From an optimization exercise on the open Yosys and OpenROAD flow, aimed at small area and a short achievable clock period; shortcuts taken in it are not production practice.
The RTL was checked by simulation tests, not by an equivalence proof against the original design.

==> inputs of amber <==
## fir_bandstop
module fir_bandstop ( clk, in, out );
input  wire clk;
input  wire [15:0]in;
output wire [57:0]out;
wire [33:0] y;
wire ys;
wire [23:0] sg;
fir fir_bs_inst(
	.clk(clk),
	.in(in),
	.y(y),
	.ys(ys)
	);
genvar i;
generate
	for (i=0; i<24; i=i+1) begin: sign
		fir_sreg r ( .clk(clk), .d(ys), .q(sg[i]) );
	end
endgenerate
assign out = {sg, y};
endmodule
==> flow/config.mk <==
export PLATFORM = sky130hd
export DESIGN_NAME = fir_bandstop
export DESIGN_NICKNAME = fir_bandstop
export VERILOG_FILES = /design/flow/design.v
export SDC_FILE = /design/flow/constraint.sdc
export NUM_CORES = 4
export LEC_CHECK = 0
export CAP_MARGIN = 20
export CORE_MARGIN = 2
export CORE_UTILIZATION = 50
export CTS_CLUSTER_DIAMETER = 60
export CTS_CLUSTER_SIZE = 30
export SLEW_MARGIN = 20
export SYNTH_HIERARCHICAL = 1
export SYNTH_MINIMUM_KEEP_SIZE = 0
==> flow/constraint.sdc <==
create_clock -name core_clock -period 12.0 [get_ports {clk}]
set_input_delay 2.4000 -clock core_clock [delete_from_list [all_inputs] [get_ports {clk}]]
set_output_delay 2.4000 -clock core_clock [all_outputs]
set_load 0.01 [all_outputs]
standard.sh (not shown) runs the stock make flow with config.mk's settings and CLKGATE_MAP_FILE= SYNTH_SCRIPT=/design/flow/synth_recipe.tcl, a recipe that flattens the netlist after the stock synthesis.
==> flow/flow/run.sh <==
#!/bin/bash
set -euo pipefail
export BUFFER_PORTS_ARGS="-buffer_cell sky130_fd_sc_hd__buf_2"
export SETUP_SLACK_MARGIN=8.6
export CTS_ARGS="-sink_clustering_enable -repair_clock_nets -sink_clustering_size 20 -sink_clustering_max_diameter 50 -root_buf sky130_fd_sc_hd__clkbuf_16 -sink_clustering_buffer sky130_fd_sc_hd__clkbuf_8 -dont_use_dummy_load"
bash standard.sh > standard.log 2>&1   # ORFS's own logs stay under orfs/logs/
==> tundra: changes against amber <==
==> flow/flow/run.sh (replaced) <==
#!/bin/bash
set -euo pipefail
export BUFFER_PORTS_ARGS="-buffer_cell sky130_fd_sc_hd__buf_2"
export SETUP_SLACK_MARGIN=8.5
export CTS_ARGS="-sink_clustering_enable -repair_clock_nets -sink_clustering_size 24 -sink_clustering_max_diameter 45 -root_buf sky130_fd_sc_hd__clkbuf_16 -sink_clustering_buffer sky130_fd_sc_hd__clkbuf_8 -dont_use_dummy_load"
bash standard.sh > standard.log 2>&1   # ORFS's own logs stay under orfs/logs/
==> qor summary <==
item	tundra	amber
Total wire length	164,000 microns	164,000 microns
Met3 capacity usage during global routing	0.0873	0.0875
Vias in the first global route	33.6k	33.8k
Slowest cell on crit path	sky130_fd_sc_hd__dfxtp_2	sky130_fd_sc_hd__dfxtp_1
Worst-Margin Slew	1160 ps	1190 ps
Worst Min Path Start	fir_bs_inst.r20[7]	fir_bs_inst.r7[3]
Fraction of cell area in non-clock buffers	0.0113	0.0134
Fraction of area in multi-input gates	0.587	0.586
Storage cell area	19,000 sq um	19,100 sq um
Total area of multi-input combinational cells	34,400 sq um	34,400 sq um
Worst hold path endpoint	fir_bs_inst.r21[7]	fir_bs_inst.r8[3]
Worst hold margin	293 ps	300 ps
R2R depth	6	12
Run status	complete, no violations	complete, no violations
Data arrival time of the critical path	1110 ps	1120 ps
Ratio of final minimum period to clock period	0.293	0.293
Maximum operating frequency	285 MHz	284 MHz
Post-CTS setup buffers	10	11
Worst rel slew slack	0.219	0.200

---

==> v21: inputs <==
fir_bandstop again, from the RTL that the note above started with.
export LEC_CHECK = 0
export CAP_MARGIN = 20
export CORE_MARGIN = 2
export CORE_UTILIZATION = 50
export CTS_CLUSTER_DIAMETER = 60
export CTS_CLUSTER_SIZE = 30
export SLEW_MARGIN = 20
export SYNTH_HIERARCHICAL = 1
export SYNTH_MINIMUM_KEEP_SIZE = 0
create_clock -name core_clock -period 12.0 [get_ports {clk}]
==> flow/flow/run.sh <==
#!/bin/bash
set -euo pipefail
export BUFFER_PORTS_ARGS="-buffer_cell sky130_fd_sc_hd__buf_2"
export SETUP_SLACK_MARGIN=8.5
export CTS_ARGS="-sink_clustering_enable -repair_clock_nets -sink_clustering_size 20 -sink_clustering_max_diameter 50 -root_buf sky130_fd_sc_hd__clkbuf_16 -sink_clustering_buffer sky130_fd_sc_hd__clkbuf_8 -dont_use_dummy_load"
bash standard.sh > standard.log 2>&1   # ORFS's own logs stay under orfs/logs/
==> v7: changes against v21 <==
==> flow/flow/run.sh (replaced) <==
#!/bin/bash
set -euo pipefail
export BUFFER_PORTS_ARGS="-buffer_cell sky130_fd_sc_hd__buf_2"
export SETUP_SLACK_MARGIN=8.6
export CTS_ARGS="-sink_clustering_enable -repair_clock_nets -sink_clustering_size 24 -sink_clustering_max_diameter 45 -root_buf sky130_fd_sc_hd__clkbuf_16 -sink_clustering_buffer sky130_fd_sc_hd__clkbuf_8 -dont_use_dummy_load"
bash standard.sh > standard.log 2>&1   # ORFS's own logs stay under orfs/logs/
==> results.txt <==
- Status: no timing/DRC/antenna violations
- Multi-input gate share of total cell area: roughly three fifths
- Final hold slack: ~0.29 ns
- Finished Cell Area: 0.0588 mm2
- Reg2Reg Depth: 12
- Sequential cell area: approximately 0.019 mm2
- Final net count: between 5,000 and 6,000
- M1 GR Usage: around 39%
- M2 GR Usage: 49.8%
- Initial antenna violation count: 6
- Fraction of layout cells with a size suffix above 1: 13.3%
- Min setup slack post-route: about 8.5 ns
- Multi-input logic area: 0.0344 mm2
Source of the figures above: v7

==> results.txt <==
- Multi-input gate share of total cell area: about three fifths
- Finished Cell Area: 0.0583 mm2
- Status: no timing/DRC/antenna violations
- Reg2Reg Depth: 6
- M2 GR Usage: between 40% and 50%
- Final net count: between 5,000 and 6,000
- Sequential cell area: roughly 0.019 mm2
- M1 GR Usage: around two fifths
- Initial antenna violation count: 5
Source of the figures above: v21

what the ideal ports hide:
Ports are ideal in the flow. The routed layouts listed here were re-timed in OpenROAD. Step 1 assumes that a clkbuf_16 drives the clock port and a buf_2 every other input. Step 2 moves the port delays by t, midway between the first and last clock arrival at a register: inputs arrive t later, outputs are due t later. That takes back most of the time a late clock gives input paths. Slacks: ideal / step 1 / step 2; pairs: ideal / step 1.
| run | t, ns | setup slack, ns | hold WS [ns] | worst setup path after step 2 | slew at the worst register clock pin (ns) |
|---|---|---|---|---|---|
| amber | 0.699 | 8.483 / 8.404 / 8.529 | 0.300 / 0.300 / 0.300 | register to register | 0.11 / 0.11 |
| tundra | 0.705 | 8.488 / 8.421 / 8.535 | 0.293 / 0.293 / 0.293 | register to register | 0.11 / 0.11 |
| v21 | 0.691 | 8.480 / 8.411 / 8.513 | 0.302 / 0.302 / 0.302 | register to register | 0.11 / 0.11 |
| v7 | 0.704 | 8.492 / 8.419 / 8.550 | 0.287 / 0.287 / 0.287 | register to register | 0.11 / 0.11 |
After both steps every run listed still meets setup and hold.
